From an optimization exercise on the open Yosys and OpenROAD flow, aimed at small area, a short achievable clock period and few clock cycles per item; shortcuts taken in it are not production practice.
No run shown here included a check of the RTL's function; only the layout flow was run.

--- flow/config.mk ---
export PLATFORM = sky130hd
export DESIGN_NAME = MCycle
export DESIGN_NICKNAME = MCycle
export VERILOG_FILES = /design/flow/design.v
export SDC_FILE = /design/flow/constraint.sdc
export NUM_CORES = 4
export LEC_CHECK = 0
export ABC_AREA = 1
export CAP_MARGIN = 20
export CORE_MARGIN = 2
export CORE_UTILIZATION = 50
export SETUP_SLACK_MARGIN = 3.8
export SLEW_MARGIN = 20
--- flow/constraint.sdc ---
create_clock -name core_clock -period 6.5 [get_ports {CLK}]
set_input_delay 1.3000 -clock core_clock [delete_from_list [all_inputs] [get_ports {CLK}]]
set_output_delay 1.3000 -clock core_clock [all_outputs]
set_load 0.01 [all_outputs]
--- flow/design.v ---
module MCycle
#(
    parameter WIDTH = 32
)
(
    input CLK,
    input RESET,
    input Start,
    input [1:0] MCycleOp,
    input [WIDTH-1:0] Operand1,
    input [WIDTH-1:0] Operand2,
    output [WIDTH-1:0] Result,
    output Busy
);
    reg        busy;
    reg [1:0]  op;
    reg [1:0]  stg;
    reg [4:0]  cnt;
    reg        one_q, two_q, neg_q, cin_q;    
    reg [31:0] R, X, Y;
    reg [8:0]  E;
    reg [4:0]  F;    
    reg [7:0]  E2;   
    assign Result = R;
    assign Busy = busy;
    function [32:0] padd;
        input [31:0] a, b;
        input cin;
        reg [32:0] g, p, G, P;
        integer l, i, j;
        begin
            g = {a & b, cin};
            p = {a ^ b, 1'b0};
            G = g; P = p;
            for (l = 0; l < 6; l = l + 1)
                for (i = 0; i < 33; i = i + 1)
                    if ((i >> l) & 1) begin
                        j = ((i >> l) << l) - 1;
                        G[i] = G[i] | (P[i] & G[j]);
                        P[i] = P[i] & P[j];
                    end
            padd = {G[32], p[32:1] ^ G[31:0]};
        end
    endfunction
    function [5:0] lzc32;
        input [31:0] v;
        reg [31:0] z1; reg [15:0] z2; reg [7:0] z3; reg [3:0] z4; reg [1:0] z5;
        reg [15:0] c2; reg [15:0] c3; reg [11:0] c4; reg [7:0] c5;
        integer k;
        begin
            z1 = ~v;
            for (k = 0; k < 16; k = k + 1) begin
                z2[k] = z1[2*k+1] & z1[2*k];
                c2[k] = z1[2*k+1];
            end
            for (k = 0; k < 8; k = k + 1) begin
                z3[k] = z2[2*k+1] & z2[2*k];
                c3[2*k+1 -: 2] = z2[2*k+1] ? {1'b1, c2[2*k]} : {1'b0, c2[2*k+1]};
            end
            for (k = 0; k < 4; k = k + 1) begin
                z4[k] = z3[2*k+1] & z3[2*k];
                c4[3*k+2 -: 3] = z3[2*k+1] ? {1'b1, c3[4*k+1 -: 2]} : {1'b0, c3[4*k+3 -: 2]};
            end
            for (k = 0; k < 2; k = k + 1) begin
                z5[k] = z4[2*k+1] & z4[2*k];
                c5[4*k+3 -: 4] = z4[2*k+1] ? {1'b1, c4[6*k+2 -: 3]} : {1'b0, c4[6*k+5 -: 3]};
            end
            lzc32 = (z5[1] & z5[0]) ? 6'd32 : z5[1] ? {2'b01, c5[3:0]} : {2'b00, c5[7:4]};
        end
    endfunction
    function [23:0] rev24;
        input [23:0] v;
        integer k;
        begin
            for (k = 0; k < 24; k = k + 1) rev24[k] = v[23-k];
        end
    endfunction
    wire        s1 = X[31], s2 = Y[31];
    wire [7:0]  e1 = X[30:23], e2 = Y[30:23];
    wire [22:0] f1 = X[22:0], f2 = Y[22:0];
    wire [7:0]  ie1 = Operand1[30:23], ie2 = Operand2[30:23];
    wire        iz1 = (ie1 == 8'd0), iz2 = (ie2 == 8'd0);
    wire        inan1 = (ie1 == 8'hff) && (Operand1[22:0] != 23'd0);
    wire        inan2 = (ie2 == 8'hff) && (Operand2[22:0] != 23'd0);
    wire        iinf1 = (ie1 == 8'hff) && (Operand1[22:0] == 23'd0);
    wire        iinf2 = (ie2 == 8'hff) && (Operand2[22:0] == 23'd0);
    wire [1:0]  im = (MCycleOp == 2'd3 && iz2) ? 2'b00 : Operand2[1:0];
    reg  st4;
    wire fa_align = (op == 2'd2) && (stg == 2'd1) && !st4;
    wire [32:0] agb_s = padd({1'b0, X[30:0]}, ~{1'b0, Y[30:0]}, 1'b1);
    wire [32:0] d12_s = padd({24'd0, e1}, ~{24'd0, e2}, 1'b1);
    wire [32:0] d21_s = padd({24'd0, e2}, ~{24'd0, e1}, 1'b1);
    wire [7:0]  dexp  = d12_s[8] ? d21_s[7:0] : d12_s[7:0];
    wire [32:0] esum_s = padd({23'd0, E}, {24'd0, E2}, 1'b0);
    wire [32:0] esum2_s = padd(esum_s[31:0], 32'd386, 1'b0);
    wire        agb = F[4];
    wire [23:0] mb  = agb ? {1'b1, f1} : {1'b1, f2};
    wire [23:0] ms  = agb ? {1'b1, f2} : {1'b1, f1};
    wire [7:0]  eb  = agb ? e1 : e2;
    wire [7:0]  es  = agb ? e2 : e1;
    wire        sb  = agb ? s1 : s2;
    wire        ss  = agb ? s2 : s1;
    wire        zb  = (eb == 8'd0);
    wire        zs  = (es == 8'd0);
    wire [32:0] ebp1 = padd({24'd0, eb}, 32'd1, 1'b0);
    wire        agb0 = agb_s[32];
    wire        zs0  = agb0 ? (e2 == 8'd0) : (e1 == 8'd0);
    wire        ss0  = agb0 ? s2 : s1;
    wire        kill0  = zs0 | (dexp[7:5] != 3'd0);
    wire        quirk0 = ~zs0 & ss0 & (dexp >= 8'd24);   
    wire        kill  = F[3];
    wire        quirk = F[2];
    wire        inf1 = (e1 == 8'hff) && (f1 == 23'd0);
    wire        inf2 = (e2 == 8'hff) && (f2 == 23'd0);
    wire        nan1 = (e1 == 8'hff) && (f1 != 23'd0);
    wire        nan2 = (e2 == 8'hff) && (f2 != 23'd0);
    wire        fa_nan  = nan1 | nan2 | (inf1 & inf2 & (s1 != s2));
    wire        fa_pinf = (inf1 & ~s1) | (inf2 & ~s2);
    wire        fa_ninf = (inf1 & s1) | (inf2 & s2);
    wire        fa_sub  = s1 ^ s2;
    wire        fa_sgn  = fa_pinf ? 1'b0 : fa_ninf ? 1'b1 : (quirk ? ~sb : sb);
    wire [31:0] shin = (op == 2'd1) ? Y :
                       fa_align ? {8'b0, rev24(ms)} :
                       {R[24:0] ^ {25{F[3]}}, 7'b0};
    wire [4:0]  shamt = fa_align ? (kill ? 5'd31 : E[4:0]) :
                        (op == 2'd3) ? {4'b0, ~R[24]} : cnt;
    wire [31:0] shout = shin << shamt;
    wire [5:0]  lz_in = lzc32(shin);
    wire [5:0]  lz_x  = lzc32(X);
    wire [32:0] i0_s  = padd({26'd0, F[0], cnt}, ~{26'd0, E[5:0]}, 1'b1);
    wire [5:0]  i0    = i0_s[5:0];           
    wire        div_b0 = F[0];               
    wire [31:0] bmag = ({32{one_q}} & X) | ({32{two_q}} & {X[30:0], 1'b0});
    wire [31:0] badd = bmag ^ {32{neg_q}};
    wire [32:0] S = padd(R, badd, cin_q);
    wire        cout = S[32];
    wire        nb2 = Y[3], nb1 = Y[2], nb0 = Y[1];
    wire [32:0] fexp_s = padd({23'd0, E}, ~{27'd0, cnt}, 1'b1);
    wire [8:0]  em1 = E - 9'd1;
    wire [8:0]  fexp = op[0] ? (R[24] ? E : em1) : fexp_s[8:0];
    wire        finf = F[1] | (op[0] & fexp[8]);
    wire [31:0] fres = F[2] ? 32'h7FC0_0000 :
                       finf ? {F[0], 8'hff, 23'd0} :
                       (F[4] & ~op[0]) ? 32'd0 : {F[0], fexp[7:0], shout[30:8]};
    reg done;
    always @(*) begin
        case (op)
            2'd0: done = (Y[31:1] == 31'd0);
            2'd1: done = (stg == 2'd1) ? (div_b0 | i0[5]) : (stg == 2'd3) && (cnt == 5'd0);
            2'd2: done = st4;
            default: done = (stg == 2'd1);
        endcase
    end
    always @(posedge CLK or posedge RESET) begin
        if (RESET)
            busy <= 1'b0;
        else if (!busy)
            busy <= Start;
        else if (done)
            busy <= 1'b0;
    end
    wire r_add   = busy && ((op == 2'd0) || (op == 2'd1 && stg == 2'd3 && cnt != 5'd0) ||
                            (op == 2'd2 && stg == 2'd2) || (op == 2'd3 && stg == 2'd0 && cnt == 5'd0));
    wire r_addsh = busy && (op == 2'd3) && (stg == 2'd0) && (cnt != 5'd0);
    reg [31:0] r_other;
    always @(*) begin
        r_other = fres;
        if (!busy)
            r_other = 32'd0;
        else if (op == 2'd1)
            r_other = (stg == 2'd0) ? R : (stg == 2'd1) ? {32{div_b0}} : (stg == 2'd2) ? X : {Y[30:0], cout};
        else if (fa_align)
            r_other = {6'd0, quirk, 1'b0, rev24(shout[23:0])};
        else if (op == 2'd2 && !st4)
            r_other = R;
    end
    always @(posedge CLK)
        R <= r_add ? S[31:0] : r_addsh ? {{2{S[31]}}, S[31:2]} : r_other;
    always @(posedge CLK) begin
        if (!busy) begin
            op   <= MCycleOp;
            stg  <= 2'd0;
            st4  <= 1'b0;
            cnt  <= 5'd12;
            one_q <= im[0];
            two_q <= im[1] & ~im[0];
            neg_q <= im[1];
            cin_q <= im[1];
            if (MCycleOp == 2'd3) begin
                X <= iz1 ? 32'd0 : {7'd0, 1'b1, Operand1[22:0], 1'b0};
                Y <= iz2 ? 32'd0 : {8'd0, 1'b1, Operand2[22:0]};
                E <= {1'b0, ie1};                  
            end else begin
                X <= Operand1;
                Y <= Operand2;
            end
            E2 <= ie2;
            F <= {1'b0, 1'b0, inan1 | inan2, iinf1 | iinf2, Operand1[31] ^ Operand2[31]};
        end else begin
            case (op)
                2'd0: begin
                    X     <= {X[29:0], 2'b0};
                    Y     <= {2'b0, Y[31:2]};
                    one_q <= nb1 ^ nb0;
                    two_q <= (nb2 & ~nb1 & ~nb0) | (~nb2 & nb1 & nb0);
                    neg_q <= nb2;
                    cin_q <= nb2;
                end
                2'd1: begin
                    if (stg == 2'd0) begin
                        E[5:0] <= lz_x;
                        cnt    <= lz_in[4:0];
                        F[0]   <= lz_in[5];
                        stg    <= 2'd1;
                    end else if (stg == 2'd1) begin
                        cnt <= i0[4:0];
                        stg <= 2'd2;
                    end else if (stg == 2'd2) begin
                        X     <= shout;
                        Y     <= 32'd0;
                        one_q <= 1'b1;
                        two_q <= 1'b0;
                        neg_q <= 1'b1;
                        cin_q <= 1'b1;
                        stg   <= 2'd3;
                    end else begin
                        X     <= {1'b0, X[31:1]};
                        Y     <= {Y[30:0], cout};
                        neg_q <= cout;
                        cin_q <= cout;
                        cnt   <= cnt - 5'd1;
                    end
                end
                2'd2: begin
                    stg <= stg + 2'd1;
                    if (stg == 2'd3) st4 <= 1'b1;
                    if (stg == 2'd0) begin
                        E    <= {1'b0, dexp};
                        F    <= {agb0, kill0, quirk0, 2'b00};
                    end else if (stg == 2'd1) begin
                        X     <= {8'd0, zb ? 24'd0 : mb};
                        one_q <= 1'b1;
                        two_q <= 1'b0;
                        neg_q <= fa_sub | quirk;
                        cin_q <= quirk;
                        E     <= ebp1[8:0];
                        F     <= {1'b0, fa_sub & ~quirk, fa_nan, fa_pinf | fa_ninf, fa_sgn};
                    end else if (stg == 2'd3) begin
                        cnt  <= lz_in[4:0];
                        F[4] <= lz_in[5];
                    end
                end
                default: begin
                    if (stg == 2'd0) begin
                        Y     <= {2'b0, Y[31:2]};
                        one_q <= nb1 ^ nb0;
                        two_q <= (nb2 & ~nb1 & ~nb0) | (~nb2 & nb1 & nb0);
                        neg_q <= nb2;
                        cin_q <= nb2;
                        cnt   <= cnt - 5'd1;
                        if (cnt == 5'd12) E <= esum2_s[8:0];
                        if (cnt == 5'd0) stg <= 2'd1;
                    end
                end
            endcase
        end
    end
endmodule
--- flow/run.sh ---
#!/bin/bash
# synth_recipe.tcl (not shown) runs the flow's synth.tcl, then flattens the netlist and writes it again
# the make line also repeats each setting of config.mk as NAME=value (left out here)
make -C /OpenROAD-flow-scripts/flow DESIGN_CONFIG=/design/flow/config.mk WORK_HOME=/design/flow/orfs CLKGATE_MAP_FILE= SYNTH_SCRIPT=/design/flow/synth_recipe.tcl finish
==> flow_summary.json, run 1 <==
{
  "port_buffers": 101,
  "grt_util_all_layers_pct": 78.1,
  "detailed_place.area_um2": 19100,
  "cts-htree-levels": 4,
  "hpwlAfterDp_um": 68900,
  "post_cts_hold_buffer_count": 0,
  "synth.distinct_cells": 61,
  "ys_seq_area_share_pct": 21.9,
  "ys_warn_count": 1,
  "syn_inst": 2812,
  "summed_instance_area_of_the_synthesized_netlist_um2": 17700,
  "die_boundary_height_um": 192,
  "globalroute.repair_timing.worst_endpoint": "R[0]$_DFFE_PP_/D",
  "boundaryPins": 102,
  "synth-async-reset-ratio_pct": 0.752,
  "post-synth-top-area-fraction_pct": 20.7,
  "cts-root-to-sink-buffers": 2,
  "stop_error": "[ERROR GRT-0232] Routing congestion too high. Check the congestion heatmap in the GUI.",
  "finalWeightedCongestion": 1.11,
  "cts_root_buffer": "clkbuf_16",
  "number_of_enable_flip_flop_cells_after_synthesis": 122,
  "grt_start_max_net_pins": 66,
  "synth-seq-cells": 133,
  "fp-row-count": 68,
  "status": "aborted with a tool error",
  "worstEndpointType": "sequential cell input",
  "dominantRegCellSynth": "edfxtp_1",
  "synth.top_cells.by_count": "787 x nand2_1, 425 x nand3_1, 271 x inv_1",
  "die_width_um": 192,
  "syn-num-nets": 3005,
  "per_instance_average_area_after_synthesis_um2": 6.30,
  "synthMostInstantiatedCell": "nand2_1",
  "floorplan.initialDensity_pct": 51.0,
  "clock_sink_count": 133,
  "grt_remaining_overflow": 171,
  "numCtsBuffers": 17,
  "synthTopCellsByArea": "edfxtp_1 21%, nand2_1 17%, nand3_1 12%",
  "haltStage": "global routing",
  "synth_top_cell_by_area": "edfxtp_1"
}
stage by stage:
step                util (%)  hold WS [ns]  setup WS [ns]  instances
CTS                     75.1         0.554           2.88       3594
floorplan                  -         0.494           3.19       2812
detailed placement      55.0         0.530           1.67       3252
global placement        55.0         0.520           1.76       3252
how the worst min path moves through the flow:
stage / start / to / slack [ns] / depth (start not counted)
2_1_floorplan: cnt[1] / cnt[1] / 0.49 / 2
3_3_place_gp: cnt[1] / cnt[1] / 0.52 / 2
3_5_place_dp: cnt[1] / cnt[1] / 0.53 / 2
4_1_cts: cnt[1] / cnt[1] / 0.55 / 2
metal layers:
metal	GRT overflow	track usage (%)
met3	9	63.9
met1	12	80.3
met2	80	92.6
met4	65	71.1
met5	5	47.0
timing repair:
action | 4_1_cts
setup buffers | 275
gates resized for setup | 868
gates cloned | 35
setup endpoints to repair | 259
pin swaps | 231
kinds of logic after synthesis:
| kind of cell | count (synthesis) | synth area share (%) |
|---|---|---|
| and+or+nand+nor | 1459 | 35.6 |
| AOI/OAI and AO/OA | 585 | 19.4 |
| buffers and inverters | 438 | 9.89 |
| DFF | 133 | 21.9 |
| adders and majority gates | 124 | 9.52 |
| xor gates and xnor gates | 72 | 3.56 |
| muxes | 1 | 0.0636 |
==> run 2, diff against run 1 <==
--- a/flow/design.v
+++ b/flow/design.v
@@ -131,7 +131,6 @@
     wire [5:0]  i0    = i0_s[5:0];           
     wire        div_b0 = F[0];               
-    wire [31:0] bmag = ({32{one_q}} & X) | ({32{two_q}} & {X[30:0], 1'b0});
-    wire [31:0] badd = bmag ^ {32{neg_q}};
-    wire [32:0] S = padd(R, badd, cin_q);
+    wire [32:0] S;
+    mc_adder u_add (.a(R), .x(X), .one(one_q), .two(two_q), .neg(neg_q), .cin(cin_q), .s(S));
     wire        cout = S[32];
     wire        nb2 = Y[3], nb1 = Y[2], nb0 = Y[1];
@@ -160,7 +159,10 @@
             busy <= 1'b0;
     end
-    wire r_add   = busy && ((op == 2'd0) || (op == 2'd1 && stg == 2'd3 && cnt != 5'd0) ||
-                            (op == 2'd2 && stg == 2'd2) || (op == 2'd3 && stg == 2'd0 && cnt == 5'd0));
+    wire div_step = busy && (op == 2'd1) && (stg == 2'd3);
+    wire r_add   = busy && ((op == 2'd0) || (div_step && cnt != 5'd0) ||
+                            (op == 2'd2 && stg == 2'd2 && !st4) || (op == 2'd3 && stg == 2'd0 && cnt == 5'd0));
     wire r_addsh = busy && (op == 2'd3) && (stg == 2'd0) && (cnt != 5'd0);
+    wire r_quot  = div_step && (cnt == 5'd0);
+    wire r_oth   = ~(r_add | r_addsh | r_quot);
     reg [31:0] r_other;
     always @(*) begin
@@ -169,5 +171,5 @@
             r_other = 32'd0;
         else if (op == 2'd1)
-            r_other = (stg == 2'd0) ? R : (stg == 2'd1) ? {32{div_b0}} : (stg == 2'd2) ? X : {Y[30:0], cout};
+            r_other = (stg == 2'd1) ? {32{div_b0}} : (stg == 2'd2) ? X : 32'd0;
         else if (fa_align)
             r_other = {6'd0, quirk, 1'b0, rev24(shout[23:0])};
@@ -176,5 +178,46 @@
     end
     always @(posedge CLK)
-        R <= r_add ? S[31:0] : r_addsh ? {{2{S[31]}}, S[31:2]} : r_other;
+        R <= ({32{r_add}} & S[31:0]) | ({32{r_addsh}} & {{2{S[31]}}, S[31:2]}) |
+             ({32{r_quot}} & {Y[30:0], cout}) | ({32{r_oth}} & r_other);
+    reg [31:0] y_other;
+    reg        neg_other, cin_other;
+    always @(*) begin
+        y_other = Y;
+        neg_other = nb2;
+        cin_other = nb2;
+        if (!busy) begin
+            y_other = (MCycleOp == 2'd3) ? (iz2 ? 32'd0 : {8'd0, 1'b1, Operand2[22:0]}) : Operand2;
+            neg_other = im[1];
+            cin_other = im[1];
+        end else if (op == 2'd0 || (op == 2'd3 && stg == 2'd0)) begin
+            y_other = {2'b0, Y[31:2]};
+            neg_other = nb2;
+            cin_other = nb2;
+        end else if (op == 2'd1 && stg == 2'd2) begin
+            y_other = 32'd0;
+            neg_other = 1'b1;
+            cin_other = 1'b1;
+        end else if (fa_align) begin
+            neg_other = fa_sub | quirk;
+            cin_other = quirk;
+        end
+    end
+    always @(posedge CLK) begin
+        if (!busy) begin
+            one_q <= im[0];
+            two_q <= im[1] & ~im[0];
+        end else if ((op == 2'd1) || fa_align) begin
+            one_q <= 1'b1;
+            two_q <= 1'b0;
+        end else begin
+            one_q <= nb1 ^ nb0;
+            two_q <= (nb2 & ~nb1 & ~nb0) | (~nb2 & nb1 & nb0);
+        end
+    end
+    always @(posedge CLK) begin
+        Y     <= div_step ? {Y[30:0], cout} : y_other;
+        neg_q <= div_step ? cout : neg_other;
+        cin_q <= div_step ? cout : cin_other;
+    end
     always @(posedge CLK) begin
         if (!busy) begin
@@ -183,15 +226,9 @@
             st4  <= 1'b0;
             cnt  <= 5'd12;
-            one_q <= im[0];
-            two_q <= im[1] & ~im[0];
-            neg_q <= im[1];
-            cin_q <= im[1];
             if (MCycleOp == 2'd3) begin
                 X <= iz1 ? 32'd0 : {7'd0, 1'b1, Operand1[22:0], 1'b0};
-                Y <= iz2 ? 32'd0 : {8'd0, 1'b1, Operand2[22:0]};
                 E <= {1'b0, ie1};                  
             end else begin
                 X <= Operand1;
-                Y <= Operand2;
             end
             E2 <= ie2;
@@ -201,9 +238,4 @@
                 2'd0: begin
                     X     <= {X[29:0], 2'b0};
-                    Y     <= {2'b0, Y[31:2]};
-                    one_q <= nb1 ^ nb0;
-                    two_q <= (nb2 & ~nb1 & ~nb0) | (~nb2 & nb1 & nb0);
-                    neg_q <= nb2;
-                    cin_q <= nb2;
                 end
                 2'd1: begin
@@ -218,15 +250,7 @@
                     end else if (stg == 2'd2) begin
                         X     <= shout;
-                        Y     <= 32'd0;
-                        one_q <= 1'b1;
-                        two_q <= 1'b0;
-                        neg_q <= 1'b1;
-                        cin_q <= 1'b1;
                         stg   <= 2'd3;
                     end else begin
                         X     <= {1'b0, X[31:1]};
-                        Y     <= {Y[30:0], cout};
-                        neg_q <= cout;
-                        cin_q <= cout;
                         cnt   <= cnt - 5'd1;
                     end
@@ -240,8 +264,4 @@
                     end else if (stg == 2'd1) begin
                         X     <= {8'd0, zb ? 24'd0 : mb};
-                        one_q <= 1'b1;
-                        two_q <= 1'b0;
-                        neg_q <= fa_sub | quirk;
-                        cin_q <= quirk;
                         E     <= ebp1[8:0];
                         F     <= {1'b0, fa_sub & ~quirk, fa_nan, fa_pinf | fa_ninf, fa_sgn};
@@ -253,9 +273,4 @@
                 default: begin
                     if (stg == 2'd0) begin
-                        Y     <= {2'b0, Y[31:2]};
-                        one_q <= nb1 ^ nb0;
-                        two_q <= (nb2 & ~nb1 & ~nb0) | (~nb2 & nb1 & nb0);
-                        neg_q <= nb2;
-                        cin_q <= nb2;
                         cnt   <= cnt - 5'd1;
                         if (cnt == 5'd12) E <= esum2_s[8:0];
@@ -267,2 +282,30 @@
     end
 endmodule
+module mc_adder (
+    input  [31:0] a,
+    input  [31:0] x,
+    input         one, two, neg, cin,
+    output [32:0] s
+);
+    function [32:0] padd;
+        input [31:0] a, b;
+        input cin;
+        reg [32:0] g, p, G, P;
+        integer l, i, j;
+        begin
+            g = {a & b, cin};
+            p = {a ^ b, 1'b0};
+            G = g; P = p;
+            for (l = 0; l < 6; l = l + 1)
+                for (i = 0; i < 33; i = i + 1)
+                    if ((i >> l) & 1) begin
+                        j = ((i >> l) << l) - 1;
+                        G[i] = G[i] | (P[i] & G[j]);
+                        P[i] = P[i] & P[j];
+                    end
+            padd = {G[32], p[32:1] ^ G[31:0]};
+        end
+    endfunction
+    wire [31:0] bmag = ({32{one}} & x) | ({32{two}} & {x[30:0], 1'b0});
+    assign s = padd(a, bmag ^ {32{neg}}, cin);
+endmodule
--- a/flow/config.mk
+++ b/flow/config.mk
@@ -9,5 +9,6 @@
 export CAP_MARGIN = 20
 export CORE_MARGIN = 2
-export CORE_UTILIZATION = 50
-export SETUP_SLACK_MARGIN = 3.8
+export CORE_UTILIZATION = 40
+export SETUP_SLACK_MARGIN = 3.0
 export SLEW_MARGIN = 20
+export SYNTH_HIERARCHICAL = 1
==> flow_summary.json, run 2 <==
{
  "synth.top_cells.by_count": "838 x nand2_1, 337 x nand3_1, 328 x inv_1",
  "status": "no timing/DRC/antenna violations",
  "dp_worst_setup_slack_ns": 1.90,
  "boundaryPins": 102,
  "synthTopCellsByArea": "nand2_1 18%, edfxtp_1 15%, nand3_1 9.6%",
  "detailed_place.area_um2": 19100,
  "routedWlPerCell_um": 26.5,
  "hpwlAfterDp_um": 72500,
  "slowest_stage": "edfxtp_1",
  "number_of_enable_flip_flop_cells_after_synthesis": 86,
  "floorplan.initialDensity_pct": 40.7,
  "synth-async-reset-ratio_pct": 0.752,
  "grt_setup_unrepaired": "true",
  "core_box_area_um2": 43300,
  "timing.hold.worst.class": "register to register",
  "finish.net_count": 3152,
  "totalWireLength_um": 94300,
  "mostFrequentLayoutCell": "nand2_1",
  "top_regs": "R (32), X (32), Y (32)",
  "finalWeightedCongestion": 1.06,
  "detailroute.via_count": 22000,
  "transition_at_the_pin_with_the_smallest_max_transition_slack_ns": 0.988,
  "grt_util_all_layers_pct": 39.7,
  "max_stage_delay_ns": 0.44,
  "final_core_utilization_pct": 47.6,
  "die_width_um": 214,
  "fill_cells": 4581,
  "drt_pass1_iterations": 6,
  "hold_start": "cnt[1]",
  "finalHoldViolations": 0,
  "period_minus_slack_ns": 3.44,
  "syn_inst": 2876,
  "vias_per_cell": 6.20,
  "numCtsBuffers": 17,
  "fp.dieArea_um2": 45800,
  "grt_pass1_vias": 20200,
  "finClkSkew_ns": 0.0153,
  "layout_worst_path_cycle_share_pct": 53.0,
  "grt_remaining_overflow": 0,
  "synth.distinct_cells": 65,
  "fp-row-count": 76,
  "most_used_cells_in_the_layout_excluding_fill_and_tap_cells": "829 x nand2_1, 330 x nand3_1, 319 x inv_1",
  "number_of_antenna_violations_at_the_first_check_in_global_routing": 3,
  "port_buffers": 101,
  "summed_instance_area_of_the_synthesized_netlist_um2": 17600,
  "antenna_cells": 0,
  "timing.critical_path.cells": "clkinvlp_4 > ha_4 > nand2_4 > nor2_8 > buf_6 > nand2_1 > nand3_1 > nand2_1 > inv_1 > nand2_1 > nand3_1 > nand3_1 > nand3_1 > nand3_2 > nor2_1 > o221ai_1 > nand3_1",
  "cp_data_required_time_ns": 6.85,
  "ant_nets": 0,
  "grt_start_max_net_pins": 63,
  "path_clk_slew_ns": 0.08,
  "per_instance_average_area_after_synthesis_um2": 6.13,
  "ys_seq_area_share_pct": 20.0,
  "ys_warn_count": 8,
  "path_max_fanout": 19,
  "max-cap-violations": 0,
  "synth-seq-cells": 133,
  "synth_top_cell_by_area": "nand2_1",
  "critical_path_arrival_ns": 3.79,
  "syn-num-nets": 3069,
  "worst_setup_path_start_kind": "register",
  "post-synth-top-area-fraction_pct": 17.8,
  "clkLatencyLatePin_ns": 0.48,
  "detail_route.drc_violations": 0,
  "rr_startpoint": "op[0]",
  "clock_sink_count": 133,
  "cp-end-kind": "register",
  "die_boundary_height_um": 214,
  "layout_setup_ws_ns": 3.06,
  "cts_root_buffer": "clkbuf_16",
  "areaGrowthSynthToFinish_pct": 16.8,
  "dominantRegCellSynth": "edfxtp_1",
  "drive_above_1_share_pct": 8.95,
  "final_cell_area_um2": 20600,
  "cts-root-to-sink-buffers": 2,
  "critical_path.most_common_cell": "nand3_1",
  "fmax_ghz": 0.290,
  "setup_viol_count_final": 0,
  "wire_length_of_the_first_global_routing_pass_um": 135000,
  "final.setup.tns_ns": 0,
  "criticalPathCategory": "register to register",
  "synthMostInstantiatedCell": "nand2_1",
  "timing.slew.headroom_pct": 34.0,
  "tritoncts": "yes",
  "cts-htree-levels": 4,
  "setup.worst_path.start": "op[0]",
  "post_cts_hold_buffer_count": 0,
  "maxSlewViolCount": 0,
  "initialDrtViolationCount": 3250
}
run 2: cell types whose count changed after synthesis, moves of 9 or more:
cell / before / now
o2111ai_1: 4 / 13
nor2_1: 130 / 157
edfxtp_1: 122 / 86
nand3_1: 425 / 337
inv_1: 271 / 328
nand2_1: 787 / 838
a31oi_1: 9 / 27
dfxtp_1: 10 / 46
nand2_2: 4 / 13
a22oi_1: 21 / 5
o21ai_1: 15 / 34
a21oi_1: 194 / 174
run 2: critical path, delay by kind of cell (launching register included):
| family | cells | cell delay (ns) |
|---|---|---|
| compound gates | 1 | 0.13 |
| fa+ha+maj | 1 | 0.25 |
| buf+inv | 3 | 0.56 |
| flops | 1 | 0.44 |
| simple gates | 12 | 1.92 |
run 2: final timing paths:
path                            cells after the start      to  slack, ns
worst min-delay path                                2  cnt[1]       0.54
worst max register to register                     17    X[9]       3.06
max in group asynchronous                           2    busy       5.46
min in group asynchronous                           2    busy       0.95
worst max-delay path                               17    X[9]       3.06
worst min register to register                      2  cnt[1]       0.54
run 2: metrics by stage:
step | hold WS, ns | cells
finish | 0.539 | 3557
global route | 0.591 | 3557
CTS | 0.537 | 3524
detailed placement | 0.528 | 3470
global placement | 0.512 | 3470
floorplan | 0.495 | 2876
run 2: cell families after synthesis:
kind of cell	after synthesis	share of synthesized area [%]
AO/OA/AOI/OAI	579	19.2
XOR/XNOR	74	3.68
adder cells (fa/ha/maj)	124	9.57
buffers and inverters	488	11.2
flip-flops	133	20.0
multiplexers	2	0.114
AND/OR/NAND/NOR	1476	36.2
run 2: cell type report:
cell class | instances | area [um2] | share of cell area (%)
clock buffers | 17 | 425 | 2.07
clock inverters | 15 | 194 | 0.942
inverters | 342 | 1330 | 6.48
multi-input cells | 2258 | 12400 | 60.4
flip-flops and latches | 133 | 3540 | 17.2
well taps | 585 | 732 | 3.55
repair buffers | 205 | 1930 | 9.37
repair inverters | 2 | 15.0 | 0.0729
run 2: per-module statistics from Yosys, one instance, submodules excluded:
module    cell area [um2]  flip-flops and latches
MCycle              15200                     133
mc_adder             2390                       0
run 2: routing by layer:
metal	global-route usage [%]	up-vias	part of all wire (%)
met1	54.7	10500	42
li1	-	9879	-
met5	0	-	0.036
met4	15.3	6	4.0
met3	10.9	229	12
met2	58.8	1417	42
run 2: what timing repair did:
item	in CTS	in global routing
gates resized for setup	36	57
buffers inserted	18	32
endpoints found under the setup margin	120	113
pin swaps	2	7
cloned	4	1

-- static timing again, ports no longer ideal --
How much do the figures lean on ideal ports? The routed layout below was timed once more, with nothing changed but the port constraints.
Step 1, drivers: a clkbuf_16 drives CLK and a buf_2 each remaining input, both assumed.
Step 2 adds t to the input delays and takes it off the output delays; t is the mean of the earliest and latest rising clock arrival at the registers after step 1. Input paths then give back, and output paths get back, about the clock's delay inside the block.
a / b / c = no drivers / after step 1 / after step 2; a / b = the first two.
run: run 2
t (ns): 0.530
setup WS [ns]: 3.057 / 3.057 / 2.568
clock arrival spread, ns: 0.015 / 0.015
After both steps setup and hold are still met in run 2. The setup slack of run 2 moves by 0.000 ns with the drivers and by -0.489 ns with both steps.
